Context: an optimization exercise on an open-source flow, tuned for small area. The choices shown serve that exercise and are no tape-out recipe. Only simulation tests tie the RTL to the original design; equivalence was not proved. Power and IR drop assume default switching activity.

## flow/config.mk

```make
export PLATFORM = sky130hd
export DESIGN_NAME = Single_Cycle_Top
export DESIGN_NICKNAME = Single_Cycle_Top
export VERILOG_FILES = /design/flow/design.v
export SDC_FILE = /design/flow/constraint.sdc
export NUM_CORES = 4
export LEC_CHECK = 0
export CAP_MARGIN = 20
export CELL_PAD_IN_SITES_DETAIL_PLACEMENT = 2
export CELL_PAD_IN_SITES_GLOBAL_PLACEMENT = 2
export CORE_MARGIN = 2
export CORE_UTILIZATION = 40
export PLACE_DENSITY = 0.55
export SLEW_MARGIN = 20
export SYNTH_HIERARCHICAL = 1
export SYNTH_MINIMUM_KEEP_SIZE = 0
```

## flow/constraint.sdc

```tcl
create_clock -name core_clock -period 14.0 [get_ports {clk}]
set_input_delay 2.8000 -clock core_clock [delete_from_list [all_inputs] [get_ports {clk}]]
set_output_delay 2.8000 -clock core_clock [all_outputs]
set_load 0.01 [all_outputs]
```

## flow/design.v

```verilog
module rf_aoi222(input a0, s0, a1, s1, a2, s2, output y);
  assign y = ~((a0 & s0) | (a1 & s1) | (a2 & s2));
endmodule
module rf_nand2(input a, b, output y);
  assign y = ~(a & b);
endmodule
module rf_nand4(input a, b, c, d, output y);
  assign y = ~(a & b & c & d);
endmodule
module rf_nand3(input a, b, c, output y);
  assign y = ~(a & b & c);
endmodule
module rf_or3(input a, b, c, output y);
  assign y = a | b | c;
endmodule
module rf_hold(input we, d, hold, q, output y);
  assign y = (we & d) | (hold & q);
endmodule
module rf_read_bit #(parameter W = 32) (input [W-1:0] a, input [W-1:0] s, output y);
  wire [10:0] t;
  genvar j;
  generate
    for (j = 0; j < 10; j = j + 1) begin : g
      rf_aoi222 u(.a0(a[3*j]), .s0(s[3*j]), .a1(a[3*j+1]), .s1(s[3*j+1]),
                  .a2(a[3*j+2]), .s2(s[3*j+2]), .y(t[j]));
    end
    if (W == 32) begin : w32
      rf_aoi222 u10(.a0(a[30]), .s0(s[30]), .a1(a[31]), .s1(s[31]),
                    .a2(a[31]), .s2(s[31]), .y(t[10]));
    end else begin : w31
      rf_nand2 u10(.a(a[30]), .b(s[30]), .y(t[10]));
    end
  endgenerate
  wire n0, n1, n2;
  rf_nand4 u11(.a(t[0]), .b(t[1]), .c(t[2]), .d(t[3]), .y(n0));
  rf_nand4 u12(.a(t[4]), .b(t[5]), .c(t[6]), .d(t[7]), .y(n1));
  rf_nand3 u13(.a(t[8]), .b(t[9]), .c(t[10]), .y(n2));
  rf_or3   u14(.a(n0), .b(n1), .c(n2), .y(y));
endmodule
module cy_stage(input p, g, c, output y);
  assign y = ~(p ? c : g);
endmodule
module Single_Cycle_Top(clk, reset, imem_addr, imem_rdata, dmem_addr, dmem_wdata, dmem_we, dmem_rdata);
input clk, reset;
output [31:0] imem_addr;
input [31:0] imem_rdata;
output [31:0] dmem_addr, dmem_wdata;
output dmem_we;
input [31:0] dmem_rdata;
wire [31:0] instr = imem_rdata;
wire [6:0] opcode = instr[6:0];
wire [2:0] f3 = instr[14:12];
wire [6:0] f7 = instr[31:25];
wire [4:0] a1 = instr[19:15];
wire [4:0] a2 = instr[24:20];
wire [4:0] a3 = instr[11:7];
wire is_r   = (opcode == 7'b0110011);
wire is_i   = (opcode == 7'b0010011);
wire is_st  = (opcode == 7'b0100011);
wire is_br  = (opcode == 7'b1100011);
wire is_jal = (opcode == 7'b1101111);
wire is_alu = is_r | is_i;
wire is_ld  = ~(is_alu | is_st | is_br | is_jal);    
reg [31:1] pc;
wire [31:0] pc32 = {pc, 1'b0};
reg  [31:0] R [1:31];
reg  [31:1] valid;
wire [31:1] we;
wire [31:0] sel1;
wire [30:0] sel2;
wire [31:0] wd;
wire reg_we = ~(is_st | is_br);
genvar k, b, i;
generate
  for (k = 1; k < 32; k = k + 1) begin : rf
    assign we[k]   = reg_we && (a3 == k);
    assign sel1[k-1] = valid[k] && (a1 == k) && !is_jal;
    assign sel2[k-1] = valid[k] && (a2 == k);
    wire hold = ~we[k];
    wire [31:0] nxt;
    for (b = 0; b < 32; b = b + 1) begin : hb
      rf_hold h(.we(we[k]), .d(wd[b]), .hold(hold), .q(R[k][b]), .y(nxt[b]));
    end
    always @(posedge clk)
      R[k] <= nxt;
    always @(posedge clk or posedge reset)
      if (reset) valid[k] <= 1'b0;
      else if (we[k]) valid[k] <= 1'b1;
  end
endgenerate
assign sel1[31] = is_jal;
wire [31:0] opA, rs2;
generate
  for (b = 0; b < 32; b = b + 1) begin : rd
    wire [31:0] col;
    for (k = 1; k < 32; k = k + 1) begin : c
      assign col[k-1] = R[k][b];
    end
    assign col[31] = pc32[b];
    rf_read_bit #(.W(32)) p1(.a(col), .s(sel1), .y(opA[b]));
    rf_read_bit #(.W(31)) p2(.a(col[30:0]), .s(sel2), .y(rs2[b]));
  end
endgenerate
wire [31:0] immI = {{20{instr[31]}}, instr[31:20]};
wire [31:0] immS = {{20{instr[31]}}, instr[31:25], instr[11:7]};
wire [31:0] immB = {{19{instr[31]}}, instr[31], instr[7], instr[30:25], instr[11:8], 1'b0};
wire [31:0] immJ = {{12{instr[31]}}, instr[31], instr[19:12], instr[20], instr[30:21], 1'b0};
wire f7z = (f7 == 7'b0000000);
wire f7s = (f7 == 7'b0100000);
wire op_slt = is_alu & f7z & (f3 == 3'b010);
wire op_or  = is_alu & f7z & (f3 == 3'b110);
wire op_and = is_alu & f7z & (f3 == 3'b111);
wire op_xor = is_alu & f7z & (f3 == 3'b100);
wire sub    = op_slt | (is_alu & f7s & (f3 == 3'b000));
wire [31:0] opB = (is_r | is_br) ? rs2 : is_st ? immS : is_jal ? 32'd4 : immI;
wire [31:0] bq = opB ^ {32{sub}};
wire [31:0] p  = opA ^ bq;
wire [31:0] x  = opA & bq;
localparam M = 11, T = 22;
wire [M:0] cl;                      
assign cl[0] = sub;
generate
  for (i = 0; i < M; i = i + 1) begin : lo
    if (i % 2 == 0) begin : ev
      cy_stage u(.p(p[i]), .g(opA[i]), .c(cl[i]), .y(cl[i+1]));
    end else begin : od
      cy_stage u(.p(p[i]), .g(~bq[i]), .c(cl[i]), .y(cl[i+1]));
    end
  end
endgenerate
wire [T:M+1] m0, m1;
wire [32:T+1] t0, t1;
assign m0[M+1] = ~p[M] & bq[M];
assign m1[M+1] = p[M] | bq[M];
generate
  for (i = M + 1; i < T; i = i + 1) begin : mid
    if (i % 2 == 0) begin : ev
      cy_stage u0(.p(p[i]), .g(opA[i]), .c(m0[i]), .y(m0[i+1]));
      cy_stage u1(.p(p[i]), .g(opA[i]), .c(m1[i]), .y(m1[i+1]));
    end else begin : od
      cy_stage u0(.p(p[i]), .g(~bq[i]), .c(m0[i]), .y(m0[i+1]));
      cy_stage u1(.p(p[i]), .g(~bq[i]), .c(m1[i]), .y(m1[i+1]));
    end
  end
endgenerate
assign t0[T+1] = ~(~p[T] & opA[T]);
assign t1[T+1] = ~(p[T] | opA[T]);
generate
  for (i = T + 1; i < 32; i = i + 1) begin : top
    if (i % 2 == 0) begin : ev
      cy_stage u0(.p(p[i]), .g(opA[i]), .c(t0[i]), .y(t0[i+1]));
      cy_stage u1(.p(p[i]), .g(opA[i]), .c(t1[i]), .y(t1[i+1]));
    end else begin : od
      cy_stage u0(.p(p[i]), .g(~bq[i]), .c(t0[i]), .y(t0[i+1]));
      cy_stage u1(.p(p[i]), .g(~bq[i]), .c(t1[i]), .y(t1[i+1]));
    end
  end
endgenerate
wire c11 = ~cl[M];                  
wire [31:0] cin_t;                  
generate
  for (i = 0; i < M; i = i + 1) begin : ct
    assign cin_t[i] = (i % 2 == 0) ? cl[i] : ~cl[i];
  end
  for (i = M + 1; i <= T; i = i + 1) begin : cm
    wire v = c11 ? m1[i] : m0[i];
    assign cin_t[i] = (i % 2 == 0) ? v : ~v;
  end
  for (i = T + 1; i < 32; i = i + 1) begin : ch
    wire v = cin_t[T] ? t1[i] : t0[i];
    assign cin_t[i] = (i % 2 == 0) ? v : ~v;
  end
endgenerate
assign cin_t[M] = c11;
wire [31:0] sum = p ^ cin_t;
wire taken_br = is_br & (f3 == 3'b000) & ~|p;    
wire taken = is_jal | taken_br;
wire [31:1] o = taken ? (is_jal ? immJ[31:1] : immB[31:1]) : 31'd2;
wire [31:1] q = pc ^ o;
wire [17:2] cp;                     
assign cp[2] = pc[1] & o[1];
generate
  for (i = 2; i < 17; i = i + 1) begin : pa
    if (i % 2 == 0) begin : ev
      cy_stage u(.p(q[i]), .g(pc[i]), .c(cp[i]), .y(cp[i+1]));
    end else begin : od
      cy_stage u(.p(q[i]), .g(~o[i]), .c(cp[i]), .y(cp[i+1]));
    end
  end
endgenerate
wire [32:18] u0, u1;                
assign u0[18] = ~q[17] & o[17];
assign u1[18] = q[17] | o[17];
generate
  for (i = 18; i < 32; i = i + 1) begin : pu
    if (i % 2 == 0) begin : ev
      cy_stage v0(.p(q[i]), .g(pc[i]), .c(u0[i]), .y(u0[i+1]));
      cy_stage v1(.p(q[i]), .g(pc[i]), .c(u1[i]), .y(u1[i+1]));
    end else begin : od
      cy_stage v0(.p(q[i]), .g(~o[i]), .c(u0[i]), .y(u0[i+1]));
      cy_stage v1(.p(q[i]), .g(~o[i]), .c(u1[i]), .y(u1[i+1]));
    end
  end
endgenerate
wire c17 = ~cp[17];
wire [31:1] cpt;                    
assign cpt[1] = 1'b0;
generate
  for (i = 2; i < 17; i = i + 1) begin : pt
    assign cpt[i] = (i % 2 == 0) ? cp[i] : ~cp[i];
  end
  for (i = 18; i < 32; i = i + 1) begin : ps
    wire v = c17 ? u1[i] : u0[i];
    assign cpt[i] = (i % 2 == 0) ? v : ~v;
  end
endgenerate
assign cpt[17] = c17;
wire [31:1] npc = q ^ cpt;
always @(posedge clk or posedge reset)
  if (reset) pc <= 31'b0;
  else pc <= npc;
wire e_p = op_xor | op_or;
wire e_x = op_and | op_or;
wire e_s = is_jal | (is_alu & ~(op_xor | op_or | op_and | op_slt));
wire [31:0] res = ({32{e_p}} & p) | ({32{e_x}} & x) | ({32{e_s}} & sum) |
                  {31'b0, op_slt & sum[31]};
assign wd = is_ld ? dmem_rdata : res;
assign imem_addr = pc32;
assign dmem_addr = sum;
assign dmem_wdata = rs2;
assign dmem_we = is_st & ~reset;
endmodule
```

## flow/flow/run.sh

```bash
#!/bin/bash
# Layout flow: the standard ORFS flow (standard.sh) with two changes:
#  - ports are buffered with sky130_fd_sc_hd__buf_2 instead of the default
#    delay-cell buffer (every input and output port still gets a buffer);
#  - clock tree synthesis clusters up to 25 sinks within 100 um per leaf
#    buffer and inserts no dummy loads.
# Each ORFS step writes its full log under orfs/logs/; make's own output goes
# to flow_make.log in the work folder.
set -euo pipefail
export BUFFER_PORTS_ARGS="-buffer_cell sky130_fd_sc_hd__buf_2"
export CTS_ARGS="-sink_clustering_enable -repair_clock_nets -dont_use_dummy_load -sink_clustering_size 25 -sink_clustering_max_diameter 100"
bash standard.sh finish > flow_make.log 2>&1
```

## flow/standard.sh

```bash
#!/bin/bash
# synth_recipe.tcl (not shown) runs the flow's synth.tcl, then flattens the netlist and writes it again
# the make line also repeats each setting of config.mk as NAME=value (left out here)
make -C /OpenROAD-flow-scripts/flow DESIGN_CONFIG=/design/flow/config.mk WORK_HOME=/design/flow/orfs CLKGATE_MAP_FILE= SYNTH_SCRIPT=/design/flow/synth_recipe.tcl "${@:-finish}"
```

==> results of run 1 <==
Yosys cell counts, types with 6 or more instances:
master,count,share of area
a21oi_1,41,0.0046
a221oi_1,8,0.0016
a222oi_1,672,0.15
a22o_1,996,0.20
a22oi_1,25,0.0042
a31oi_1,25,0.0035
and2_1,6,0.00084
and3_1,70,0.0098
buf_2,20,0.0022
clkbuf_1,18,0.0015
dfrtp_1,62,0.035
dfxtp_1,992,0.45
ha_1,38,0.011
inv_1,62,0.0052
mux2i_1,122,0.027
nand2_1,107,0.0090
nand2b_1,24,0.0034
nand3_1,70,0.0079
nand4_1,132,0.019
nor2_1,58,0.0049
nor2b_1,13,0.0018
nor3_1,6,0.00067
nor3b_1,6,0.0010
nor4_1,10,0.0014
o21ai_0,20,0.0022
o21ai_1,6,0.00067
or2_2,9,0.0013
or3_1,65,0.0091
xnor2_1,61,0.012
xnor2_2,21,0.0077
xor2_1,45,0.0088
through the flow:
| stage | utilization | setup slack (ns) | area [um2] | std cells | hold slack (ns) |
|---|---|---|---|---|---|
| 6_report | 0.456 | 0.323 | 50400 | 5736 | 0.498 |
| 5_1_grt | 0.456 | 0.0326 | 50400 | 5726 | 0.524 |
| 4_1_cts | 0.455 | 0.392 | 50300 | 5709 | 0.498 |
| 3_5_place_dp | 0.443 | 0.387 | 49000 | 5659 | 0.470 |
| 3_3_place_gp | 0.443 | 0.674 | 48900 | 5657 | 0.463 |
| 2_1_floorplan | - | 1.41 | 44600 | 3866 | 0.440 |
cells by family (layout without fill, tap and decap cells):
kind of cell	count (synthesis)	in the layout	share of synthesized area
flops	1054	1054	0.481
mux	126	126	0.0284
fa+ha+maj	39	39	0.0109
compound gates	1814	1814	0.368
other cells	1	25	0.0000842
xor+xnor	128	128	0.0289
buf+inv	113	473	0.0106
simple gates	589	589	0.0726
final timing paths:
| path | startpoint | slack, ns | endpoint | cells after the start |
|---|---|---|---|---|
| max reg2reg | valid[19]$_DFFE_PP0P_ | 3.13 | pc[31]$_DFF_PP0_ | 33 |
| min in group asynchronous | reset | 2.42 | pc[1]$_DFF_PP0_ | 3 |
| min | valid[8]$_DFFE_PP0P_ | 0.50 | valid[8]$_DFFE_PP0P_ | 1 |
| max in group asynchronous | reset | 10.93 | pc[14]$_DFF_PP0_ | 3 |
| max | imem_rdata[21] | 0.32 | dmem_addr[23] | 25 |
| min reg2reg | valid[8]$_DFFE_PP0P_ | 0.50 | valid[8]$_DFFE_PP0P_ | 1 |
per-module statistics from Yosys (local to each module, per instance), a selection:
module	flip-flops and latches	copies in the design
rf_or3	0	64
rf_hold	0	992
rf_aoi222	0	672
Single_Cycle_Top	1054	1
rf_nand3	0	64
rf_nand4	0	128
rf_nand2	0	32
cy_stage	0	88
flip-flops by register name, summed over array words and instances (netlist names):
| signal | flops |
|---|---|
| R | 992 |
| pc | 31 |
| valid | 31 |
cell usage in the layout, fill, tap and decap left out, types with 13 or more instances in the layout:
cell type | Yosys | routed
a21oi_1 | 41 | 36
a222oi_1 | 672 | 672
a22o_1 | 996 | 996
a22oi_1 | 25 | 25
a31oi_4 | 0 | 23
and3_1 | 70 | 45
and3_2 | 0 | 25
buf_2 | 20 | 161
buf_4 | 4 | 191
clkbuf_16 | 0 | 50
dfrtp_1 | 62 | 62
dfxtp_1 | 992 | 992
diode_2 | 0 | 22
ha_1 | 38 | 38
inv_1 | 62 | 58
mux2i_1 | 122 | 120
nand2_1 | 107 | 92
nand2_2 | 0 | 15
nand2b_1 | 24 | 24
nand3_1 | 70 | 68
nand4_1 | 132 | 132
nor2_1 | 58 | 55
nor2b_1 | 13 | 13
o21ai_0 | 20 | 19
or3_1 | 65 | 64
xnor2_1 | 61 | 61
xnor2_2 | 21 | 21
xor2_1 | 45 | 44
power groups by stage:
stage          clock network [mW]  registers (mW)  logic [mW]
3_5_place_dp                    0            4.50        2.12
2_1_floorplan                   0            4.24        1.32
5_1_grt                      1.79            4.55        2.30
3_3_place_gp                    0            4.43        2.01
6_report                     1.67            4.48        2.19
4_1_cts                      1.68            4.45        2.13
metal layers:
| layer | up-vias | share of wire |
|---|---|---|
| met2 | 3239 | 0.42 |
| met3 | 629 | 0.12 |
| met1 | 23682 | 0.39 |
| met4 | 14 | 0.067 |
| li1 | 17916 | - |
| met5 | - | 0.00035 |
what timing repair did:
item	CTS	global route
gates resized for setup	0	1
setup endpoints to repair	0	1
setup buffers	0	0
area by class of cell:
type	instances	area share
diodes	22	0.00109
clock buffers	50	0.0248
well taps	1488	0.0369
inverters	64	0.00479
flip-flops and latches	1054	0.425
multi-input cells	2699	0.460
repair buffers	359	0.0477
worst register-to-register path: cells and delay by family (launching register included):
family | cells | cell delay, ns
AND/OR/NAND/NOR | 6 | 3.86
multiplexers | 16 | 3.66
AO/OA/AOI/OAI | 3 | 0.84
XOR/XNOR | 4 | 0.83
buffers and inverters | 3 | 0.82
flip-flops | 1 | 0.40
adder cells (fa/ha/maj) | 1 | 0.36
==> reports/results.ini, run 1 <==
[global_route]
grt_max_degree = 63
grt-ovfl-total = 0
grt-busiest-layer = met2
met2_usage = 0.632
track_usage = 0.430
met1_usage = 0.562
grt.met3_usage = 0.117
first_global_vias = 45869
grt_pass1_wl_mm = 355
antenna_found_initial = 27

[synthesis]
synth_top_flop_cell = dfxtp_1
ys_ff_latch = 1054
async_reset_ff_frac = 0.0588
ys_seq_area_frac = 0.481
ys_types = 59
synth_warnings = 9
synth_edf_count = 0
synth.avg_cell_area_um2 = 11.5
synth_cells = 3864
syn_area_um2 = 44500

[placed_design]
place_hpwl_mm = 169
globalplace.congestion = 0.975
numPortBuffers = 161

[clock_tree]
postCtsHoldBufs = 0
clk-insertion-delay-late_ns = 0.71
cts.sinks = 1054
clkSlewWorstSetupHoldPaths_ns = 0.10
cts_tree = done
cts_htree_levels = 2
cts_buffers = 50
cts.path.max_buffers = 3
cts-root-buf = clkbuf_16

[floorplan]
die_x_um = 338
die_h_um = 338
io_pins = 163
row_count = 122
core_um2 = 111000
start_util = 0.403
die_area_um2 = 114000

[timing]
tightest_slew_ns = 1.29
finalSetupViolations = 0
fin_crit_sh = 0.977
finClkSkew_ns = 0.0820
rsz0062_at_grt = no
hold_violations = 0
finalWorstPathRequiredPeriod_ns = 13.68
report.final.slew_viol_count = 0
setup_tns_ns = 0
slew_headroom = 0.130
max_freq_mhz = 73.1

[worst_setup_path]
critical_path.endpoint_type = output pin
crit_slowest_cell = and3_2
crit_required_ns = 11.20
cp_num_buf_inv = 3
critical_path_class = input port to output pin
cpMostUsedCell = mux2i_1
cp_top_family = multiplexers
cp_max_fo = 19
cp.arrival_ns = 10.88
slowest_delay_ns = 0.84
worstSetupStartpointType = input port

[route]
avgRoutedWirePerCell_um = 44.2
ant_nets = 0
first_iter_violations = 8502
vias = 45480
vias_per_cell = 7.93
drc = 0
first_pass_iters = 14
drt_wl_total_mm = 254

[flow_run]
max_cap_viol_count = 0

[power]
pwr_density_cell_nw_per_um2 = 166
finalPower_mw = 8.35
swShare = 0.363
internal_power_mw = 5.31
p_clk_frac = 0.201
p_switching_mw = 3.03
max-vdd-ir-drop_mv = 0.139
seqPwrFrac = 0.537
p_comb_frac = 0.263
leakage_nw = 21.4

[final_layout]
layout.nets = 4332
multi_input_area_um2 = 23200
fill_cells = 11228
synthToLayoutAreaGrowth_pct = 13.2
regArea_um2 = 21400
final_layout_size_suffix_gt1_frac = 0.128

[run_status]
status = no timing/DRC/antenna violations

[min_path]
hp-class = flop to flop

==> run 2, diff against run 1 <==
==> flow/flow/run.sh (replaced) <==
#!/bin/bash
# Layout flow: the standard ORFS flow (standard.sh) with two changes:
#  - ports are buffered with sky130_fd_sc_hd__buf_1 instead of the default
#    delay-cell buffer (every input and output port still gets a buffer);
#  - clock tree synthesis clusters up to 25 sinks within 100 um per leaf
#    buffer and inserts no dummy loads.
# Each ORFS step writes its full log under orfs/logs/; make's own output goes
# to flow_make.log in the work folder.
set -euo pipefail
export BUFFER_PORTS_ARGS="-buffer_cell sky130_fd_sc_hd__buf_1"
export CTS_ARGS="-sink_clustering_enable -repair_clock_nets -dont_use_dummy_load -sink_clustering_size 25 -sink_clustering_max_diameter 100"
bash standard.sh finish > flow_make.log 2>&1
==> reports/results.ini, run 2 <==
[clock_tree]
cts_tree = done
cts.path.max_buffers = 3  ; unchanged
cts_buffers = 51  ; +2.0%
cts_htree_levels = 2  ; unchanged
clkSlewWorstSetupHoldPaths_ns = 0.09  ; about the same
post_cts_buffers = 0  ; unchanged
cts.sinks = 1054  ; unchanged
cts-root-buf = clkbuf_16
clk-insertion-delay-late_ns = 0.72  ; about the same

[synthesis]
synth_simple_gate_area_share = 0.0726  ; unchanged
synthXorXnorAreaFrac = 0.0289  ; unchanged
yosysTopAreaCell = dfxtp_1
synth_cells = 3864  ; unchanged
ys_ff_latch = 1054  ; unchanged
async_reset_ff_frac = 0.0588  ; unchanged
syn_area_um2 = 44500  ; unchanged
synth.top_cell.area_share = 0.446  ; unchanged
synth.avg_cell_area_um2 = 11.5  ; unchanged
synth_common_cells = a22o_1, dfxtp_1, a222oi_1, nand4_1, mux2i_1
synth_top_family_by_area = compound AO/OA/AOI/OAI gates
synth_top_flop_cell = dfxtp_1
synthAdderAreaFrac = 0.0109  ; unchanged
synth.area.top_cells = dfxtp_1, a22o_1, a222oi_1
ys_types = 59  ; unchanged
synth_warnings = 9  ; unchanged
synthMuxAreaShare = 0.0284  ; unchanged
synth_compound_area_frac = 0.368  ; unchanged
synth_edf_count = 0  ; unchanged
ys_seq_area_frac = 0.481  ; unchanged
synth.most_common_cell = a22o_1

[worst_setup_path]
worstSetupStartpointType = input port
reg2regPathDepth = 34  ; +3.0%
cp.arrival_ns = 10.79  ; -0.09 ns
r2r_setup_slack_ns = 3.59  ; +0.46 ns
r2r-end = pc[18]$_DFF_PP0_
critical_path_class = input port to output pin
crit_required_ns = 11.20  ; about the same
cp_max_fo = 31  ; +12
reg2reg_from = valid[4]$_DFFE_PP0P_
critical_path.endpoint_type = output pin

[floorplan]
die_h_um = 338  ; unchanged
start_util = 0.403  ; unchanged
core_um2 = 111000  ; unchanged
die_area_um2 = 114000  ; unchanged
die_x_um = 338  ; unchanged
row_count = 122  ; unchanged
io_pins = 163  ; unchanged

[timing]
worst_slack_ns = 0.408  ; +0.0851 ns
setup_tns_ns = 0  ; unchanged
hold_violations = 0  ; unchanged
fin_crit_sh = 0.971  ; -0.00608
rsz0062_at_grt = no
finalWorstPathRequiredPeriod_ns = 13.59  ; -0.0851 ns
finalSetupViolations = 0  ; unchanged
finClkSkew_ns = 0.0871  ; +0.00513 ns
slew_headroom = 0.204  ; +0.0740
tightest_slew_ns = 1.19  ; -0.0990 ns
max_freq_mhz = 73.6  ; +0.63%
report.final.slew_viol_count = 0  ; unchanged
holdWs_ns = 0.488  ; -0.00935 ns

[global_route]
grt_pass1_wl_mm = 345  ; -2.7%
first_global_vias = 43883  ; -4.3%
grt_max_degree = 63  ; unchanged
grt-ovfl-total = 0  ; unchanged
met2_usage = 0.608  ; -0.0237
antenna_found_initial = 32  ; +19%
grt.met3_usage = 0.113  ; -0.00424
met1_usage = 0.574  ; +0.0117
grt-busiest-layer = met2
track_usage = 0.420  ; -0.0103

[final_layout]
synthToLayoutAreaGrowth_pct = 13.1  ; about the same
final_common_cell = a22o_1
largestRegisters = R (992), pc (31), valid (31)
final_layout_size_suffix_gt1_frac = 0.0989  ; -0.0296
largest_reg_flops = 992  ; unchanged
most-common-layout-cells = a22o_1, dfxtp_1, a222oi_1, buf_4, buf_1
layout.nets = 4333  ; +0.023%
regMostFlops = R
fill_cells = 11377  ; +1.3%

[placed_design]
dp_slack_ns = 0.427  ; +0.0402 ns
numPortBuffers = 161  ; unchanged
place_hpwl_mm = 162  ; -4.1%
globalplace.congestion = 0.929  ; -4.7%

[route]
vias_per_cell = 7.83  ; -1.2%
first_iter_violations = 8923  ; +5.0%
avgRoutedWirePerCell_um = 43.2  ; -2.2%
ant_nets = 0  ; unchanged
vias = 45055  ; -0.93%
drc = 0  ; unchanged
drt_wl_total_mm = 249  ; -1.9%
first_pass_iters = 14  ; unchanged

[run_status]
status = no timing/DRC/antenna violations

[power]
swShare = 0.365  ; +0.00130
internal_power_mw = 5.28  ; -0.56%
seqPwrFrac = 0.539  ; +0.002
p_clk_frac = 0.205  ; +0.004
p_switching_mw = 3.03  ; about the same
leakage_nw = 20.9  ; -2.4%
max-vdd-ir-drop_mv = 0.119  ; -14%
p_comb_frac = 0.257  ; -0.006
pwr_density_cell_nw_per_um2 = 165  ; -0.26%

[min_path]
hp-class = flop to flop
min_from = valid[12]$_DFFE_PP0P_
min_path_cells = 1  ; unchanged
min_to = valid[12]$_DFFE_PP0P_

[flow_run]
max_cap_viol_count = 0  ; unchanged

run 2: through the flow:
stage | cells | utilization | instance area [um2] | total power [mW]
CTS | 5712 | 0.454 | 50200 | 8.23
global route | 5735 | 0.455 | 50300 | 8.61
global placement | 5659 | 0.442 | 48900 | 6.46
floorplan | 3866 | - | 44600 | 5.56
detailed placement | 5661 | 0.443 | 48900 | 6.56
finish | 5753 | 0.456 | 50400 | 8.32
run 2: critical path: stages:
cell and delay, ns:
buf_1 0.16, nand4b_1 0.21, or2_1 0.49, clkinv_2 0.21, nor3b_1 0.63, and3_2 0.34
buf_4 0.45, a222oi_1 0.20, nand4_1 0.29, or3_1 0.19, ha_1 0.26, mux2i_1 0.34
mux2i_1 0.18, mux2i_1 0.43, mux2i_1 0.28, mux2i_1 0.45, mux2i_2 0.25, mux2i_1 0.39
mux2i_1 0.24, mux2i_1 0.44, mux2i_2 0.18, mux2i_1 0.16, buf_4 0.24, xnor2_1 0.71
buf_1 0.22
run 2: how the worst max path moves through the flow:
stage | start | end | slack [ns] | cells past startpoint
after CTS | imem_rdata[4] | dmem_addr[23] | 0.42 | 25
after global routing | imem_rdata[4] | dmem_addr[31] | 0.17 | 26
final | imem_rdata[4] | dmem_addr[22] | 0.41 | 25
after global placement | imem_rdata[4] | dmem_addr[23] | 0.68 | 25
after floorplan | imem_rdata[4] | dmem_addr[31] | 1.41 | 28
after detailed placement | imem_rdata[4] | pc[18]$_DFF_PP0_ | 0.43 | 37
run 2: logic make-up after synthesis:
| family | after synthesis |
|---|---|
| adders and majority gates | 39 |
| AOI/OAI and AO/OA | 1814 |
| and+or+nand+nor | 589 |
| other | 1 |
| buffers and inverters | 113 |
| xor gates and xnor gates | 128 |
| DFF | 1054 |
| muxes | 126 |
run 2: power groups by stage:
| stage | combinational, mW | sequential, mW | clock, mW |
|---|---|---|---|
| 2_1_floorplan | 1.32 | 4.24 | 0 |
| 3_3_place_gp | 1.98 | 4.47 | 0 |
| 3_5_place_dp | 2.06 | 4.49 | 0 |
| 4_1_cts | 2.08 | 4.44 | 1.71 |
| 5_1_grt | 2.24 | 4.55 | 1.81 |
| 6_report | 2.13 | 4.48 | 1.70 |
run 2: area by class of cell:
cell class              instances  area [um2]  share of cell area
multi-input cells            2699       23300               0.463
flip-flops and latches       1054       21400               0.425
repair buffers                359        2180              0.0434
well taps                    1488        1860              0.0370
clock buffers                  51        1280              0.0253
inverters                      64         241             0.00479
diodes                         38        95.1             0.00189
run 2: modules after synthesis (local to each module, per instance), a selection:
module	times used	cell area (um2)
rf_hold	992	8.76
rf_nand4	128	6.26
rf_aoi222	672	10.0
rf_nand3	64	5.00
Single_Cycle_Top	1	26600
rf_nand2	32	3.75
cy_stage	88	10.0
rf_or3	64	6.26
run 2: layer usage:
| layer | vias up | wire length (um) | part of all wire |
|---|---|---|---|
| met4 | 16 | 13000 | 0.052 |
| met2 | 2992 | 104000 | 0.42 |
| li1 | 17957 | - | - |
| met3 | 475 | 29500 | 0.12 |
| met5 | - | 107 | 0.00043 |
| met1 | 23615 | 102000 | 0.41 |
run 2: repair_timing:
action / CTS / global route
hold buffers: 0 / 0
endpoints found under the hold margin: 0 / 0
gates resized for setup: 0 / 3
endpoints found under the setup margin: 0 / 1
==> run 3, diff against run 2 <==
--- a/flow/config.mk
+++ b/flow/config.mk
@@ -11,6 +11,7 @@
 export CORE_MARGIN = 2
 export CORE_UTILIZATION = 40
 export PLACE_DENSITY = 0.55
+export SETUP_SLACK_MARGIN = 1.0
 export SLEW_MARGIN = 20
 export SYNTH_HIERARCHICAL = 1
 export SYNTH_MINIMUM_KEEP_SIZE = 0
==> reports/results.ini, run 3 <==
[global_route]
grt_max_degree = 63  ; unchanged
first_global_vias = 43973  ; +0.21%
track_usage = 0.420  ; about the same
grt-ovfl-total = 0  ; unchanged
antenna_found_initial = 29  ; -9.4%
grt_pass1_wl_mm = 345  ; about the same

[synthesis]
ys_seq_area_frac = 0.481  ; unchanged
synth_cells = 3864  ; unchanged
synth_top_flop_cell = dfxtp_1
async_reset_ff_frac = 0.0588  ; unchanged
ys_types = 59  ; unchanged
ys_ff_latch = 1054  ; unchanged
synth_edf_count = 0  ; unchanged
synth_common_cells = a22o_1, dfxtp_1, a222oi_1, nand4_1, mux2i_1
yosysTopAreaCell = dfxtp_1
synth.area.top_cells = dfxtp_1, a22o_1, a222oi_1
synth.avg_cell_area_um2 = 11.5  ; unchanged
syn_area_um2 = 44500  ; unchanged
synth.most_common_cell = a22o_1
synth_warnings = 9  ; unchanged
synth.top_cell.area_share = 0.446  ; unchanged

[final_layout]
final_layout_size_suffix_gt1_frac = 0.102  ; +0.00331
final_cells = 5741  ; -0.21%
most-common-layout-cells = a22o_1, dfxtp_1, a222oi_1, buf_4, buf_1
largest_reg_flops = 992  ; unchanged
fill_cells = 11362  ; -0.13%
final_common_cell = a22o_1
layout.nets = 4333  ; unchanged
largestRegisters = R (992), pc (31), valid (31)
multi_input_area_um2 = 23400  ; +0.46%
regMostFlops = R
synthToLayoutAreaGrowth_pct = 13.3
regArea_um2 = 21400  ; unchanged

[power]
pwr_density_cell_nw_per_um2 = 165  ; +0.12%
leakage_nw = 20.9  ; about the same
max-vdd-ir-drop_mv = 0.120  ; +0.21%
finalPower_mw = 8.34  ; +0.28%

[timing]
finClkSkew_ns = 0.0768  ; -0.0103 ns
setup_tns_ns = 0  ; unchanged
finalSetupViolations = 0  ; unchanged
slew_headroom = 0.179  ; -0.0256
hold_violations = 0  ; unchanged
tightest_slew_ns = 1.23  ; +0.0357 ns
finalWorstPathRequiredPeriod_ns = 13.09  ; -0.498 ns
report.final.slew_viol_count = 0  ; unchanged
rsz0062_at_grt = no
max_freq_mhz = 76.4  ; +3.8%
fin_crit_sh = 0.935  ; -0.0356

[min_path]
min_to = valid[12]$_DFFE_PP0P_
hp-class = flop to flop
min_path_cells = 1  ; unchanged
min_from = valid[12]$_DFFE_PP0P_

[placed_design]
placedCellCount = 5661  ; unchanged
place_hpwl_mm = 162  ; unchanged
globalplace.congestion = 0.929  ; unchanged
numPortBuffers = 161  ; unchanged

[run_status]
status = no timing/DRC/antenna violations

[clock_tree]
postCtsHoldBufs = 0  ; unchanged
post_cts_buffers = 0  ; unchanged
cts.sinks = 1054  ; unchanged
cts.path.max_buffers = 3  ; unchanged
clk-insertion-delay-late_ns = 0.72  ; about the same
cts-root-buf = clkbuf_16
cts_htree_levels = 2  ; unchanged
cts_buffers = 51  ; unchanged
cts_tree = done
clkSlewWorstSetupHoldPaths_ns = 0.08  ; about the same

[flow_run]
max_cap_viol_count = 0  ; unchanged

[worst_setup_path]
reg2reg_from = valid[4]$_DFFE_PP0P_
worstSetupStartpointType = input port
crit_start = imem_rdata[4]
r2r-end = pc[18]$_DFF_PP0_
critical_path.endpoint_type = output pin
crit_required_ns = 11.20  ; about the same
cp_max_fo = 24  ; -23%
reg2regPathDepth = 34  ; unchanged
cp.arrival_ns = 10.29  ; -0.50 ns
critical_path_class = input port to output pin
r2r_setup_slack_ns = 3.81  ; +0.22 ns

[floorplan]
core_um2 = 111000  ; unchanged
die_x_um = 338  ; unchanged
die_h_um = 338  ; unchanged
row_count = 122  ; unchanged
io_pins = 163  ; unchanged
start_util = 0.403  ; unchanged
die_area_um2 = 114000  ; unchanged

[route]
first_iter_violations = 9022  ; +1.1%
vias_per_cell = 7.83  ; about the same
vias = 44948  ; -0.24%
avgRoutedWirePerCell_um = 43.4  ; +0.36%
first_pass_iters = 13  ; -1
ant_nets = 0  ; unchanged
drt_wl_total_mm = 249  ; +0.15%
drc = 0  ; unchanged

[run 3: changes by cell type in the layout (fill, tap and decap cells not counted), moves of 3 or more]
cell	before	now
nor4_2	2	5
nor4_1	9	6
mux2i_4	0	5
mux2i_1	119	110
diode_2	38	26
mux2i_2	3	7
[run 3: cell families after synthesis]
logic type	share of synthesized area
DFF	0.481
xor gates and xnor gates	0.0289
buffers and inverters	0.0106
other	0.0000842
adders and majority gates	0.0109
muxes	0.0284
AOI/OAI and AO/OA	0.368
and+or+nand+nor	0.0726
[run 3: per-layer routing]
| metal | GRT usage | up-vias | part of all wire |
|---|---|---|---|
| met1 | 0.573 | 23453 | 0.40 |
| met3 | 0.115 | 473 | 0.12 |
| met5 | 0 | - | 0.00040 |
| li1 | - | 17922 | - |
| met2 | 0.603 | 3084 | 0.42 |
| met4 | 0.215 | 16 | 0.053 |
[run 3: stage by stage]
stage | utilization | worst slack [ns] | hold WS [ns] | cell area, um2
3_3_place_gp | 0.442 | 0.682 | 0.459 | 48900
4_1_cts | 0.454 | 1.00 | 0.491 | 50200
6_report | 0.457 | 0.906 | 0.488 | 50500
5_1_grt | 0.456 | 0.971 | 0.503 | 50400
3_5_place_dp | 0.443 | 0.427 | 0.468 | 48900
2_1_floorplan | - | 1.41 | 0.440 | 44600
[run 3: cell type report]
class | instances | area share
Clock buffer | 51 | 0.0253
Multi-Input combinational cell | 2699 | 0.464
Inverter | 64 | 0.00479
Tap cell | 1488 | 0.0369
Sequential cell | 1054 | 0.424
Antenna cell | 26 | 0.00129
Timing Repair Buffer | 359 | 0.0433
[run 3: worst max-delay path by stage]
stage,to,slack [ns]
2_1_floorplan,dmem_addr[31],1.41
3_3_place_gp,dmem_addr[23],0.68
3_5_place_dp,pc[18]$_DFF_PP0_,0.43
4_1_cts,dmem_addr[23],1.00
5_1_grt,dmem_addr[31],0.97
6_report,dmem_addr[22],0.91
[run 3: where the power goes]
| part | switching [mW] | internal [mW] |
|---|---|---|
| registers | 0.760 | 3.72 |
| logic | 1.24 | 0.925 |
| clock network | 1.05 | 0.652 |
[run 3: what timing repair did]
action | 4_1_cts | 5_1_grt
pin swaps | 0 | 1
resized for setup | 6 | 17
setup endpoints to repair | 20 | 35
[run 3: critical path, cell delays in order]
cell	delay, ns
buf_1	0.12
nand4b_1	0.27
or2_1	0.50
and3_1	0.33
and3_2	0.32
buf_4	0.32
a222oi_1	0.77
nand4_1	0.43
or3_1	0.57
ha_1	0.54
mux2i_1	0.30
mux2i_1	0.15
mux2i_1	0.23
mux2i_1	0.13
mux2i_1	0.35
mux2i_4	0.20
mux2i_1	0.22
mux2i_1	0.12
mux2i_1	0.28
mux2i_1	0.14
buf_4	0.25
xnor2_1	0.67
buf_1	0.22
[run 3: Yosys stat by module (local to each module, per instance), a selection]
module            flops+latches  cells
Single_Cycle_Top           1054   1824
cy_stage                      0      1
rf_aoi222                     0      1
rf_hold                       0      1
rf_nand4                      0      1
rf_or3                        0      1
rf_nand3                      0      1
rf_nand2                      0      1
==> run 4, diff against run 3 <==
--- a/flow/design.v
+++ b/flow/design.v
@@ -7,11 +7,8 @@
 module rf_nand4(input a, b, c, d, output y);
   assign y = ~(a & b & c & d);
 endmodule
-module rf_nand3(input a, b, c, output y);
-  assign y = ~(a & b & c);
-endmodule
-module rf_or3(input a, b, c, output y);
-  assign y = a | b | c;
+module rf_nor2(input a, b, output y);
+  assign y = ~(a | b);
 endmodule
 module rf_hold(input we, d, hold, q, output y);
   assign y = (we & d) | (hold & q);
@@ -31,11 +28,11 @@
       rf_nand2 u10(.a(a[30]), .b(s[30]), .y(t[10]));
     end
   endgenerate
-  wire n0, n1, n2;
+  wire n0, n1, m;
   rf_nand4 u11(.a(t[0]), .b(t[1]), .c(t[2]), .d(t[3]), .y(n0));
   rf_nand4 u12(.a(t[4]), .b(t[5]), .c(t[6]), .d(t[7]), .y(n1));
-  rf_nand3 u13(.a(t[8]), .b(t[9]), .c(t[10]), .y(n2));
-  rf_or3   u14(.a(n0), .b(n1), .c(n2), .y(y));
+  rf_nor2  u13(.a(n0), .b(n1), .y(m));
+  rf_nand4 u14(.a(m), .b(t[8]), .c(t[9]), .d(t[10]), .y(y));
 endmodule
 module cy_stage(input p, g, c, output y);
   assign y = ~(p ? c : g);
@@ -116,62 +113,59 @@
 wire [31:0] bq = opB ^ {32{sub}};
 wire [31:0] p  = opA ^ bq;
 wire [31:0] x  = opA & bq;
-localparam M = 11, T = 22;
-wire [M:0] cl;                      
+localparam NS = 4;                  
+function integer SB(input integer k);    
+  case (k)
+    0: SB = 0;  1: SB = 8;  2: SB = 16;  3: SB = 24;  default: SB = 32;
+  endcase
+endfunction
+wire [31:0] cin_t;                  
+wire [SB(1):0] cl;
 assign cl[0] = sub;
 generate
-  for (i = 0; i < M; i = i + 1) begin : lo
+  for (i = 0; i < SB(1); i = i + 1) begin : lo
     if (i % 2 == 0) begin : ev
       cy_stage u(.p(p[i]), .g(opA[i]), .c(cl[i]), .y(cl[i+1]));
     end else begin : od
       cy_stage u(.p(p[i]), .g(~bq[i]), .c(cl[i]), .y(cl[i+1]));
     end
   end
-endgenerate
-wire [T:M+1] m0, m1;
-wire [32:T+1] t0, t1;
-assign m0[M+1] = ~p[M] & bq[M];
-assign m1[M+1] = p[M] | bq[M];
-generate
-  for (i = M + 1; i < T; i = i + 1) begin : mid
-    if (i % 2 == 0) begin : ev
-      cy_stage u0(.p(p[i]), .g(opA[i]), .c(m0[i]), .y(m0[i+1]));
-      cy_stage u1(.p(p[i]), .g(opA[i]), .c(m1[i]), .y(m1[i+1]));
-    end else begin : od
-      cy_stage u0(.p(p[i]), .g(~bq[i]), .c(m0[i]), .y(m0[i+1]));
-      cy_stage u1(.p(p[i]), .g(~bq[i]), .c(m1[i]), .y(m1[i+1]));
-    end
-  end
-endgenerate
-assign t0[T+1] = ~(~p[T] & opA[T]);
-assign t1[T+1] = ~(p[T] | opA[T]);
-generate
-  for (i = T + 1; i < 32; i = i + 1) begin : top
-    if (i % 2 == 0) begin : ev
-      cy_stage u0(.p(p[i]), .g(opA[i]), .c(t0[i]), .y(t0[i+1]));
-      cy_stage u1(.p(p[i]), .g(opA[i]), .c(t1[i]), .y(t1[i+1]));
-    end else begin : od
-      cy_stage u0(.p(p[i]), .g(~bq[i]), .c(t0[i]), .y(t0[i+1]));
-      cy_stage u1(.p(p[i]), .g(~bq[i]), .c(t1[i]), .y(t1[i+1]));
-    end
-  end
-endgenerate
-wire c11 = ~cl[M];                  
-wire [31:0] cin_t;                  
-generate
-  for (i = 0; i < M; i = i + 1) begin : ct
+  for (i = 0; i < SB(1); i = i + 1) begin : ct
     assign cin_t[i] = (i % 2 == 0) ? cl[i] : ~cl[i];
   end
-  for (i = M + 1; i <= T; i = i + 1) begin : cm
-    wire v = c11 ? m1[i] : m0[i];
-    assign cin_t[i] = (i % 2 == 0) ? v : ~v;
-  end
-  for (i = T + 1; i < 32; i = i + 1) begin : ch
-    wire v = cin_t[T] ? t1[i] : t0[i];
-    assign cin_t[i] = (i % 2 == 0) ? v : ~v;
-  end
-endgenerate
-assign cin_t[M] = c11;
+  for (k = 1; k < NS; k = k + 1) begin : sec
+    localparam S = SB(k), E = SB(k + 1);
+    wire [(E == 32 ? 31 : E):S+1] x0, x1;   
+    wire cs;
+    if (k == 1) begin : c1
+      assign cs = (S % 2 == 0) ? cl[S] : ~cl[S];
+    end else begin : cn
+      wire v = sec[k-1].cs ? sec[k-1].x1[S] : sec[k-1].x0[S];
+      assign cs = (S % 2 == 0) ? v : ~v;
+    end
+    if (S % 2 == 0) begin : fe      
+      assign x0[S+1] = ~(~p[S] & opA[S]);
+      assign x1[S+1] = ~(p[S] | opA[S]);
+    end else begin : fo             
+      assign x0[S+1] = ~p[S] & bq[S];
+      assign x1[S+1] = p[S] | bq[S];
+    end
+    for (i = S + 1; i < E && i < 31; i = i + 1) begin : st
+      if (i % 2 == 0) begin : ev
+        cy_stage u0(.p(p[i]), .g(opA[i]), .c(x0[i]), .y(x0[i+1]));
+        cy_stage u1(.p(p[i]), .g(opA[i]), .c(x1[i]), .y(x1[i+1]));
+      end else begin : od
+        cy_stage u0(.p(p[i]), .g(~bq[i]), .c(x0[i]), .y(x0[i+1]));
+        cy_stage u1(.p(p[i]), .g(~bq[i]), .c(x1[i]), .y(x1[i+1]));
+      end
+    end
+    assign cin_t[S] = cs;
+    for (i = S + 1; i < E; i = i + 1) begin : cm
+      wire v = cs ? x1[i] : x0[i];
+      assign cin_t[i] = (i % 2 == 0) ? v : ~v;
+    end
+  end
+endgenerate
 wire [31:0] sum = p ^ cin_t;
 wire taken_br = is_br & (f3 == 3'b000) & ~|p;    
 wire taken = is_jal | taken_br;
@@ -188,11 +182,11 @@
     end
   end
 endgenerate
-wire [32:18] u0, u1;                
+wire [31:18] u0, u1;                
 assign u0[18] = ~q[17] & o[17];
 assign u1[18] = q[17] | o[17];
 generate
-  for (i = 18; i < 32; i = i + 1) begin : pu
+  for (i = 18; i < 31; i = i + 1) begin : pu
     if (i % 2 == 0) begin : ev
       cy_stage v0(.p(q[i]), .g(pc[i]), .c(u0[i]), .y(u0[i+1]));
       cy_stage v1(.p(q[i]), .g(pc[i]), .c(u1[i]), .y(u1[i+1]));
==> reports/results.ini, run 4 <==
[timing]
tightest_slew_ns = 1.16  ; -0.0703 ns
fin_crit_sh = 0.928  ; -0.00691
holdWs_ns = 0.497  ; +0.00961 ns
finalSetupViolations = 0  ; unchanged
hold_violations = 0  ; unchanged
max_freq_mhz = 76.9  ; +0.74%
rsz0062_at_grt = yes
finClkSkew_ns = 0.0953  ; +0.0184 ns
report.final.slew_viol_count = 0  ; unchanged
setup_tns_ns = 0  ; unchanged
finalWorstPathRequiredPeriod_ns = 13.00  ; -0.0968 ns
slew_headroom = 0.227  ; +0.0487

[worst_setup_path]
worstSetupStartpointType = input port
critical_path.endpoint_type = output pin
r2r_setup_slack_ns = 3.72  ; -0.09 ns
cp.arrival_ns = 10.20  ; -0.09 ns
critical_path_class = input port to output pin
crit_required_ns = 11.20  ; about the same
r2r-end = pc[18]$_DFF_PP0_
cp_max_fo = 18  ; -25%
reg2reg_from = valid[9]$_DFFE_PP0P_
reg2regPathDepth = 37  ; +8.8%
crit_start = imem_rdata[4]

[global_route]
grt_pass1_wl_mm = 353  ; +2.2%
grt-busiest-layer = met2
grt-ovfl-total = 0  ; unchanged
grt.met3_usage = 0.116  ; +0.000714
antenna_found_initial = 12  ; -59%
track_usage = 0.429  ; +0.00902
grt_max_degree = 49  ; -22%
met2_usage = 0.640  ; +0.0375
met1_usage = 0.553  ; -0.0204
first_global_vias = 45650  ; +3.8%

[clock_tree]
clk-insertion-delay-late_ns = 0.73  ; about the same
cts_htree_levels = 2  ; unchanged
cts.sinks = 1054  ; unchanged
cts_buffers = 51  ; unchanged
clkSlewWorstSetupHoldPaths_ns = 0.10  ; +0.02 ns
cts-root-buf = clkbuf_16
cts.path.max_buffers = 3  ; unchanged
cts_tree = done
postCtsHoldBufs = 0  ; unchanged

[synthesis]
ys_ff_latch = 1054  ; unchanged
synth_cells = 3846  ; -0.47%
async_reset_ff_frac = 0.0588  ; unchanged
synth.most_common_cell = a22o_1
synth.top_cell.area_share = 0.449  ; +0.00273
syn_area_um2 = 44300  ; -0.61%
synth_warnings = 9  ; unchanged
ys_seq_area_frac = 0.484  ; +0.00295
ys_types = 56  ; -5.1%
synth_common_cells = a22o_1, dfxtp_1, a222oi_1, nand4_1, mux2i_1
yosysTopAreaCell = dfxtp_1
synth_top_flop_cell = dfxtp_1
synth.avg_cell_area_um2 = 11.5  ; -0.14%
synth_edf_count = 0  ; unchanged
synth.area.top_cells = dfxtp_1, a22o_1, a222oi_1

[route]
avgRoutedWirePerCell_um = 44.5  ; +2.6%
drc = 0  ; unchanged
vias = 45372  ; +0.94%
first_pass_iters = 14  ; +1
first_iter_violations = 9424  ; +4.5%
vias_per_cell = 7.99  ; +2.0%
ant_nets = 0  ; unchanged
drt_wl_total_mm = 253  ; +1.5%

[floorplan]
die_x_um = 337  ; -0.30%
start_util = 0.402  ; -0.00135
die_h_um = 337  ; -0.30%
row_count = 122  ; unchanged
die_area_um2 = 113000  ; -0.60%
core_um2 = 110000  ; -0.28%
io_pins = 163  ; unchanged

[power]
pwr_density_cell_nw_per_um2 = 168  ; +1.6%
max-vdd-ir-drop_mv = 0.111  ; -7.5%
leakage_nw = 20.3  ; -2.8%

[min_path]
min_from = valid[1]$_DFFE_PP0P_
hp-class = flop to flop
min_to = valid[1]$_DFFE_PP0P_
min_path_cells = 1  ; unchanged

[placed_design]
placedCellCount = 5623  ; -0.67%
place_hpwl_mm = 165  ; +2.0%
numPortBuffers = 161  ; unchanged
globalplace.congestion = 1.01  ; +8.6%

[final_layout]
regMostFlops = R
final_layout_size_suffix_gt1_frac = 0.0916  ; -0.0106
largestRegisters = R (992), pc (31), valid (31)
layout.nets = 4296  ; -0.85%
final_cells = 5681  ; -1.0%
final_common_cell = a22o_1
largest_reg_flops = 992  ; unchanged
most-common-layout-cells = a22o_1, dfxtp_1, a222oi_1, nand4_1, buf_4
synthToLayoutAreaGrowth_pct = 12.4

[run_status]
status = no timing/DRC/antenna violations

[flow_run]
max_cap_viol_count = 0  ; unchanged

==> run 4: changes by cell type after synthesis, sizes merged, moves of 7 or more <==
cell	delta
a21oi	-8
a221oi	+15
a22oi	-17
a31oi	-23
buf	-9
nand2	+7
nand3	-56
nand4	+66
nor2	+47
or3	-60
==> run 4: where the power goes <==
group | switching [mW] | total, mW | internal (mW)
combinational | 1.29 | 2.19 | 0.900
sequential | 0.770 | 4.49 | 3.72
clock | 1.03 | 1.68 | 0.651
total | 3.09 | 8.36 | 5.27
==> run 4: kinds of logic (layout without fill, tap and decap cells) <==
group,after synthesis,count (layout),synth area share
AOI/OAI and AO/OA,1787,1787,0.366
other,1,6,0.0000847
and+or+nand+nor,607,607,0.0742
DFF,1054,1054,0.484
xor gates and xnor gates,125,125,0.0266
buffers and inverters,110,452,0.0103
muxes,123,123,0.0279
adders and majority gates,39,39,0.0110
==> run 4: layout make-up <==
cell class | count | area [um2]
clock buffer | 51 | 1280
inverter | 64 | 241
antenna | 3 | 7.51
tap | 1488 | 1860
sequential | 1054 | 21400
timing repair buffer | 337 | 1990
fill | 11248 | 60400
multi-input combinational | 2684 | 23000
==> run 4: critical path, stage by stage <==
cell	delay (ns)
buf_1	0.13
nand2b_1	0.20
or3_1	0.52
clkinv_2	0.15
nor3b_1	0.12
and3_1	0.48
buf_4	0.38
a222oi_1	0.44
nand4_1	0.63
nor2_1	0.62
nand4_1	0.45
ha_1	0.66
mux2i_1	0.30
mux2i_1	0.15
mux2i_1	0.27
mux2i_1	0.15
mux2i_1	0.21
buf_6	0.23
mux2i_2	0.28
buf_4	0.24
mux2i_1	0.26
xor2_1	0.29
buf_1	0.20
==> run 4: through the flow <==
step                      utilization  cell area [um2]  power, mW  setup WS, ns
after global placement          0.437            48200       6.41         0.980
final                           0.452            49800       8.36          1.00
after floorplan                     -            44300       5.54          1.83
after CTS                       0.450            49600       8.25          1.04
after detailed placement        0.438            48300       6.59         0.577
after global routing            0.451            49800       8.64         0.954
==> run 4: per-module statistics from Yosys, one instance, submodules excluded, excerpt <==
module	cells	times used	flip-flops and latches
Single_Cycle_Top	1805	1	1054
cy_stage	1	89	0
rf_aoi222	1	672	0
rf_hold	1	992	0
rf_nand2	1	32	0
rf_nand4	1	192	0
rf_nor2	1	64	0
==> run 4: metal layers <==
metal,routed length (um),vias to the layer above
li1,-,17840
met1,97900,23722
met2,109000,3157
met3,29100,643
met4,16900,10
met5,63,-
==> run 4: worst max-delay path by stage <==
| stage | cells past startpoint | slack (ns) | to |
|---|---|---|---|
| finish | 23 | 1.00 | dmem_addr[31] |
| global route | 27 | 0.95 | dmem_addr[31] |
| CTS | 26 | 1.04 | dmem_addr[31] |
| detailed placement | 27 | 0.58 | dmem_addr[31] |
| global placement | 27 | 0.98 | dmem_addr[31] |
| floorplan | 26 | 1.83 | dmem_addr[31] |
==> run 4: repair_timing <==
| action | 4_1_cts | 5_1_grt |
|---|---|---|
| buffers inserted | 0 | 3 |
| gates resized for setup | 15 | 31 |
| endpoints found under the setup margin | 8 | 20 |
| pin swaps | 2 | 9 |
==> run 5, diff against run 4 <==
--- a/flow/config.mk
+++ b/flow/config.mk
@@ -11,7 +11,7 @@
 export CORE_MARGIN = 2
 export CORE_UTILIZATION = 40
 export PLACE_DENSITY = 0.55
-export SETUP_SLACK_MARGIN = 1.0
+export SETUP_SLACK_MARGIN = 0.5
 export SLEW_MARGIN = 20
 export SYNTH_HIERARCHICAL = 1
 export SYNTH_MINIMUM_KEEP_SIZE = 0
==> reports/results.ini, run 5 <==
[placed_design]
numPortBuffers = 161  ; unchanged
place_hpwl_mm = 165  ; unchanged
globalplace.congestion = 1.01  ; unchanged

[floorplan]
core_um2 = 110000  ; unchanged
start_util = 0.402  ; unchanged
row_count = 122  ; unchanged
die_area_um2 = 113000  ; unchanged
io_pins = 163  ; unchanged
die_h_um = 337  ; unchanged
die_x_um = 337  ; unchanged

[final_layout]
largest_reg_flops = 992  ; unchanged
final_layout_size_suffix_gt1_frac = 0.0869  ; -0.00471
synthToLayoutAreaGrowth_pct = 12.1
fill_cells = 11254  ; +0.053%
most-common-layout-cells = a22o_1, dfxtp_1, a222oi_1, nand4_1, buf_4
layout.nets = 4293  ; -0.070%
final_common_cell = a22o_1
largestRegisters = R (992), pc (31), valid (31)
diodes = 0  ; -3
regMostFlops = R

[power]
leakage_nw = 20.3  ; about the same
p_comb_frac = 0.260  ; -0.002
seqPwrFrac = 0.538  ; about the same
p_clk_frac = 0.202  ; about the same
max-vdd-ir-drop_mv = 0.110  ; -0.14%
pwr_density_cell_nw_per_um2 = 168  ; about the same
internal_power_mw = 5.25  ; -0.25%
p_switching_mw = 3.08  ; -0.22%
swShare = 0.370  ; about the same

[global_route]
grt-ovfl-total = 0  ; unchanged
track_usage = 0.429  ; about the same
grt_pass1_wl_mm = 353  ; about the same
grt_max_degree = 49  ; unchanged
antenna_found_initial = 12  ; unchanged
first_global_vias = 45585  ; -0.14%

[route]
drt_wl_total_mm = 253  ; about the same
vias_per_cell = 7.98  ; -0.11%
first_iter_violations = 9183  ; -2.6%
avgRoutedWirePerCell_um = 44.5  ; about the same
vias = 45275  ; -0.21%
ant_nets = 0  ; unchanged
first_pass_iters = 14  ; unchanged
drc = 0  ; unchanged

[worst_setup_path]
critical_path.endpoint_type = output pin
critical_path_class = input port to output pin
worstSetupStartpointType = input port
crit_required_ns = 11.20  ; about the same
cp.arrival_ns = 10.44  ; +0.24 ns
cp_max_fo = 20  ; +2

[synthesis]
synth_top_flop_cell = dfxtp_1
synth_warnings = 9  ; unchanged
synth.area.top_cells = dfxtp_1, a22o_1, a222oi_1
synth.most_common_cell = a22o_1
ys_ff_latch = 1054  ; unchanged
synth_cells = 3846  ; unchanged
synth.avg_cell_area_um2 = 11.5  ; unchanged
synth_common_cells = a22o_1, dfxtp_1, a222oi_1, nand4_1, mux2i_1
ys_types = 56  ; unchanged
async_reset_ff_frac = 0.0588  ; unchanged
synth_edf_count = 0  ; unchanged
yosysTopAreaCell = dfxtp_1
ys_seq_area_frac = 0.484  ; unchanged
syn_area_um2 = 44300  ; unchanged
synth.top_cell.area_share = 0.449  ; unchanged

[clock_tree]
clk-insertion-delay-late_ns = 0.73  ; about the same
postCtsHoldBufs = 0  ; unchanged
cts_buffers = 51  ; unchanged
clkSlewWorstSetupHoldPaths_ns = 0.11  ; about the same
cts.path.max_buffers = 3  ; unchanged
cts_tree = done
post_cts_buffers = 0  ; unchanged
cts.sinks = 1054  ; unchanged
cts_htree_levels = 2  ; unchanged
cts-root-buf = clkbuf_16

[timing]
max_freq_mhz = 75.5  ; -1.9%
finalWorstPathRequiredPeriod_ns = 13.24  ; +0.246 ns
report.final.slew_viol_count = 0  ; unchanged
holdWs_ns = 0.498  ; +0.000567 ns
fin_crit_sh = 0.946  ; +0.0176
tightest_slew_ns = 1.13  ; -0.0245 ns
setup_tns_ns = 0  ; unchanged
finalSetupViolations = 0  ; unchanged
hold_violations = 0  ; unchanged
rsz0062_at_grt = no
finClkSkew_ns = 0.0973  ; +0.00208 ns
slew_headroom = 0.243  ; +0.0152

[min_path]
hp-class = flop to flop

[flow_run]
max_cap_viol_count = 0  ; unchanged

[run_status]
status = no timing/DRC/antenna violations

==> run 5: path summary, 6_finish.rpt <==
check / startpoint / end / slack, ns / depth (start not counted)
min: valid[6]$_DFFE_PP0P_ / valid[6]$_DFFE_PP0P_ / 0.50 / 1
max: imem_rdata[4] / dmem_addr[31] / 0.76 / 27
min in group asynchronous: reset / pc[26]$_DFF_PP0_ / 2.13 / 2
max in group asynchronous: reset / valid[7]$_DFFE_PP0P_ / 10.77 / 3
max reg2reg: valid[9]$_DFFE_PP0P_ / pc[18]$_DFF_PP0_ / 3.59 / 37
min reg2reg: valid[6]$_DFFE_PP0P_ / valid[6]$_DFFE_PP0P_ / 0.50 / 1
==> run 5: area by class of cell <==
class | instances | area, um2 | share of cell area
Clock buffer | 51 | 1280 | 0.0257
Tap cell | 1488 | 1860 | 0.0375
Timing Repair Buffer | 334 | 1970 | 0.0396
Multi-Input combinational cell | 2684 | 22900 | 0.461
Sequential cell | 1054 | 21400 | 0.431
Inverter | 64 | 241 | 0.00487
==> run 5: repair_timing <==
| item | in CTS | in global routing |
|---|---|---|
| setup endpoints to repair | 0 | 9 |
| gates resized for setup | 0 | 15 |
| endpoints found under the hold margin | 0 | 0 |
==> run 5: routing by layer <==
metal / global-route usage / share of wire / vias up / wire length, um
li1: - / - / 17823 / -
met1: 0.556 / 0.39 / 23674 / 97600
met5: 0 / 0.00029 / - / 74
met4: 0.258 / 0.069 / 12 / 17400
met3: 0.113 / 0.12 / 643 / 29200
met2: 0.639 / 0.43 / 3123 / 108000
==> run 5: Yosys stat by module (local to each module, per instance), a selection <==
| module | flip-flops and latches | area (um2) |
|---|---|---|
| rf_nand2 | 0 | 3.75 |
| rf_nor2 | 0 | 3.75 |
| cy_stage | 0 | 10.0 |
| rf_hold | 0 | 8.76 |
| Single_Cycle_Top | 1054 | 26400 |
| rf_nand4 | 0 | 6.26 |
| rf_aoi222 | 0 | 10.0 |
==> run 5: power groups by stage <==
stage	combinational, mW	sequential, mW	clock (mW)
final	2.17	4.48	1.68
after CTS	2.10	4.45	1.69
after global placement	1.98	4.43	0
after floorplan	1.31	4.23	0
after detailed placement	2.09	4.50	0
after global routing	2.27	4.55	1.80
==> run 5: logic make-up after synthesis <==
logic type / Yosys count / synth area share
buffers and inverters: 110 / 0.0103
and+or+nand+nor: 607 / 0.0742
AOI/OAI and AO/OA: 1787 / 0.366
other: 1 / 0.0000847
muxes: 123 / 0.0279
xor gates and xnor gates: 125 / 0.0266
DFF: 1054 / 0.484
adders and majority gates: 39 / 0.0110
==> run 5: worst max-delay path, cell delays in order <==
cell and delay [ns]:
buf_1 0.13, nand2b_1 0.19, or3_1 0.52, buf_4 0.27
and3_1 0.24, and3_2 0.40, buf_4 0.33, a222oi_1 0.46
nand4_1 0.29, nor2_2 0.33, nand4_1 0.15, ha_1 0.48
mux2i_1 0.35, mux2i_2 0.17, mux2i_1 0.28, mux2i_2 0.18
mux2i_1 0.27, mux2i_2 0.17, mux2i_2 0.29, buf_4 0.27
mux2i_1 0.23, buf_4 0.28, mux2i_2 0.29, buf_4 0.25
mux2i_1 0.26, xor2_1 0.31, buf_1 0.20
==> run 5: per-stage QoR <==
stage               cells  area [um2]  total power [mW]   util  worst slack (ns)
CTS                  5674       49600              8.24  0.450             0.531
finish               5675       49600              8.34  0.450             0.757
detailed placement   5623       48300              6.59  0.438             0.577
floorplan            3848       44300              5.54      -              1.83
global route         5675       49600              8.62  0.450             0.539
global placement     5620       48200              6.41  0.437             0.980
==> run 6, diff against run 5 <==
==> flow/flow/run.sh (replaced) <==
#!/bin/bash
# Layout flow: the standard ORFS flow (standard.sh) with three changes:
#  - ports are buffered with sky130_fd_sc_hd__buf_1 instead of the default
#    delay-cell buffer (every input and output port still gets a buffer);
#  - clock tree synthesis clusters up to 25 sinks within 100 um per leaf
#    buffer and inserts no dummy loads;
#  - after global routing, ORFS's power recovery (RECOVER_POWER) downsizes
#    cells off the critical paths.
# Each ORFS step writes its full log under orfs/logs/; make's own output goes
# to flow_make.log in the work folder.
set -euo pipefail
export BUFFER_PORTS_ARGS="-buffer_cell sky130_fd_sc_hd__buf_1"
export CTS_ARGS="-sink_clustering_enable -repair_clock_nets -dont_use_dummy_load -sink_clustering_size 25 -sink_clustering_max_diameter 100"
export RECOVER_POWER=100
bash standard.sh finish > flow_make.log 2>&1
--- a/flow/config.mk
+++ b/flow/config.mk
@@ -11,7 +11,7 @@
 export CORE_MARGIN = 2
 export CORE_UTILIZATION = 40
 export PLACE_DENSITY = 0.55
-export SETUP_SLACK_MARGIN = 0.5
+export SETUP_SLACK_MARGIN = 1.0
 export SLEW_MARGIN = 20
 export SYNTH_HIERARCHICAL = 1
 export SYNTH_MINIMUM_KEEP_SIZE = 0
==> reports/results.ini, run 6 <==
[run_status]
status = finished with violations
violations = capacitance limit, slew limit

[synthesis]
synth.top_cell.area_share = 0.449  ; unchanged
synthMuxAreaShare = 0.0279  ; unchanged
syn_area_um2 = 44300  ; unchanged
ys_types = 56  ; unchanged
synth_compound_area_frac = 0.366  ; unchanged
synth_top_family_by_area = compound AO/OA/AOI/OAI gates
synth_edf_count = 0  ; unchanged
synth_cells = 3846  ; unchanged
synthAdderAreaFrac = 0.0110  ; unchanged
yosysTopAreaCell = dfxtp_1
synth_top_flop_cell = dfxtp_1
synth.avg_cell_area_um2 = 11.5  ; unchanged
ys_ff_latch = 1054  ; unchanged
synth.area.top_cells = dfxtp_1, a22o_1, a222oi_1
synth_common_cells = a22o_1, dfxtp_1, a222oi_1, nand4_1, mux2i_1

[power]
leakage_nw = 20.0  ; -1.3%
max-vdd-ir-drop_mv = 0.110  ; -0.20%

[final_layout]
regMostFlops = R
regArea_um2 = 21400  ; unchanged
final_cells = 5681  ; +0.11%
fill_cells = 11325  ; +0.63%
fin_area_um2 = 49300  ; -0.61%
largestRegisters = R (992), pc (31), valid (31)
fin_util = 0.448  ; -0.00272
multi_input_area_um2 = 22800  ; -0.15%
synthToLayoutAreaGrowth_pct = 11.4
layout.nets = 4296  ; +0.070%
final_layout_size_suffix_gt1_frac = 0.0711  ; -0.0158
most-common-layout-cells = a22o_1, dfxtp_1, a222oi_1, nand4_1, buf_1

[worst_setup_path]
reg2regPathDepth = 37  ; unchanged
worstSetupStartpointType = input port
cp.arrival_ns = 10.61  ; +0.17 ns
crit_required_ns = 11.20  ; about the same
reg2reg_from = valid[9]$_DFFE_PP0P_
critical_path.endpoint_type = output pin
r2r_setup_slack_ns = 3.17  ; -0.42 ns
critical_path_class = input port to output pin

[route]
vias = 45242  ; -0.073%
ant_nets = 0  ; unchanged
avgRoutedWirePerCell_um = 44.4  ; -0.22%
met1Wirelength_mm = 97.1  ; -0.47%
wl_met2_mm = 108  ; about the same
wl_met3_mm = 29.7  ; +1.5%
highest_layer = met5
drc = 0  ; unchanged

[timing]
finClkSkew_ns = 0.0994  ; +0.00209 ns
finalSetupViolations = 0  ; unchanged
fin_crit_sh = 0.958  ; +0.0122
report.final.slew_viol_count = 1937  ; +1,937
tightest_slew_ns = 3.52  ; +2.39 ns

[placed_design]
numPortBuffers = 161  ; unchanged
place_hpwl_mm = 165  ; unchanged
dpl_cell_area_um2 = 48300  ; unchanged

[clock_tree]
cts-root-buf = clkbuf_16
cts_buffers = 51  ; unchanged
clkSlewWorstSetupHoldPaths_ns = 0.10  ; about the same
cts_tree = done
clk-insertion-delay-late_ns = 0.73  ; about the same

[flow_run]
max_cap_viol_count = 59  ; +59

[floorplan]
io_pins = 163  ; unchanged
die_area_um2 = 113000  ; unchanged
core_um2 = 110000  ; unchanged
die_h_um = 337  ; unchanged

[min_path]
min_path_cells = 1  ; unchanged
min_from = valid[1]$_DFFE_PP0P_
min_to = valid[1]$_DFFE_PP0P_

[global_route]
track_usage = 0.429  ; about the same
grt_pass1_wl_mm = 353  ; about the same
first_global_vias = 45650  ; +0.14%

[run 6: Yosys stat by module, one instance, submodules excluded, a selection]
module | copies in the design | flops+latches | cell area, um2 | cells
rf_aoi222 | 672 | 0 | 10.0 | 1
Single_Cycle_Top | 1 | 1054 | 26400 | 1805
cy_stage | 89 | 0 | 10.0 | 1
rf_hold | 992 | 0 | 8.76 | 1
rf_nor2 | 64 | 0 | 3.75 | 1
rf_nand4 | 192 | 0 | 6.26 | 1
rf_nand2 | 32 | 0 | 3.75 | 1
[run 6: cell families after synthesis]
family                   after synthesis
AO/OA/AOI/OAI                       1787
XOR/XNOR                             125
adder cells (fa/ha/maj)               39
buffers and inverters                110
flip-flops                          1054
multiplexers                         123
other                                  1
AND/OR/NAND/NOR                      607
[run 6: per-stage QoR]
| step | power (mW) | setup WS (ns) | hold slack, ns |
|---|---|---|---|
| 3_3_place_gp | 6.41 | 0.980 | 0.473 |
| 5_1_grt | 8.63 | 0.509 | 0.512 |
| 6_report | 8.34 | 0.586 | 0.502 |
| 4_1_cts | 8.25 | 1.04 | 0.495 |
| 2_1_floorplan | 5.54 | 1.83 | 0.440 |
| 3_5_place_dp | 6.59 | 0.577 | 0.470 |
[run 6: timing repair]
item | CTS | global route
gates resized for setup | 15 | 31
setup buffers | 0 | 3
pin swaps | 2 | 9
setup endpoints to repair | 8 | 20
[run 6: worst max-delay path by stage]
stage                         from       endpoint  slack [ns]  cells past startpoint
global route         imem_rdata[4]  dmem_addr[31]        0.51                     27
CTS                 imem_rdata[23]  dmem_addr[31]        1.04                     26
finish              imem_rdata[24]  dmem_addr[31]        0.59                     26
detailed placement   imem_rdata[6]  dmem_addr[31]        0.58                     27
global placement     imem_rdata[6]  dmem_addr[31]        0.98                     27
floorplan            imem_rdata[4]  dmem_addr[31]        1.83                     26
[run 6: cell type report]
class,count,area share
multi-input combinational,2684,0.463
sequential,1054,0.434
tap,1488,0.0377
timing repair buffer,337,0.0343
clock buffer,51,0.0259
inverter,64,0.00490
antenna,3,0.000152
[run 6: routing by layer]
metal | global-route usage | vias up
li1 | - | 17829
met1 | 0.553 | 23546
met2 | 0.640 | 3195
met3 | 0.116 | 662
met4 | 0.256 | 10
met5 | 0 | -
[run 6: worst max-delay path: stages]
cell	delay [ns]
clkbuf_1	0.35
nor2b_1	0.51
and4_1	1.17
clkbuf_1	0.86
a222oi_1	0.29
nand4_1	0.31
nor2_1	0.22
nand4_1	0.21
nand2_1	0.08
nand2_1	0.08
xor2_1	0.20
ha_1	0.39
mux2i_1	0.20
mux2i_1	0.24
mux2i_1	0.14
mux2i_1	0.22
mux2i_1	0.15
mux2i_1	0.25
mux2i_1	0.14
mux2i_1	0.22
buf_6	0.22
mux2i_1	0.28
buf_4	0.25
mux2i_1	0.26
xor2_1	0.30
buf_1	0.20
[run 6: power breakdown]
part / switching (mW) / internal (mW)
sequential: 0.769 / 3.72
combinational: 1.29 / 0.888
clock: 1.03 / 0.652
total: 3.09 / 5.26

Setup slack of run 6, layout unchanged: 0.586 ns with ideal ports, 0.424 ns with driving cells assumed (clock clkbuf_16, inputs buf_2), -0.067 ns with port delays also shifted by the 0.760 ns mid clock arrival.
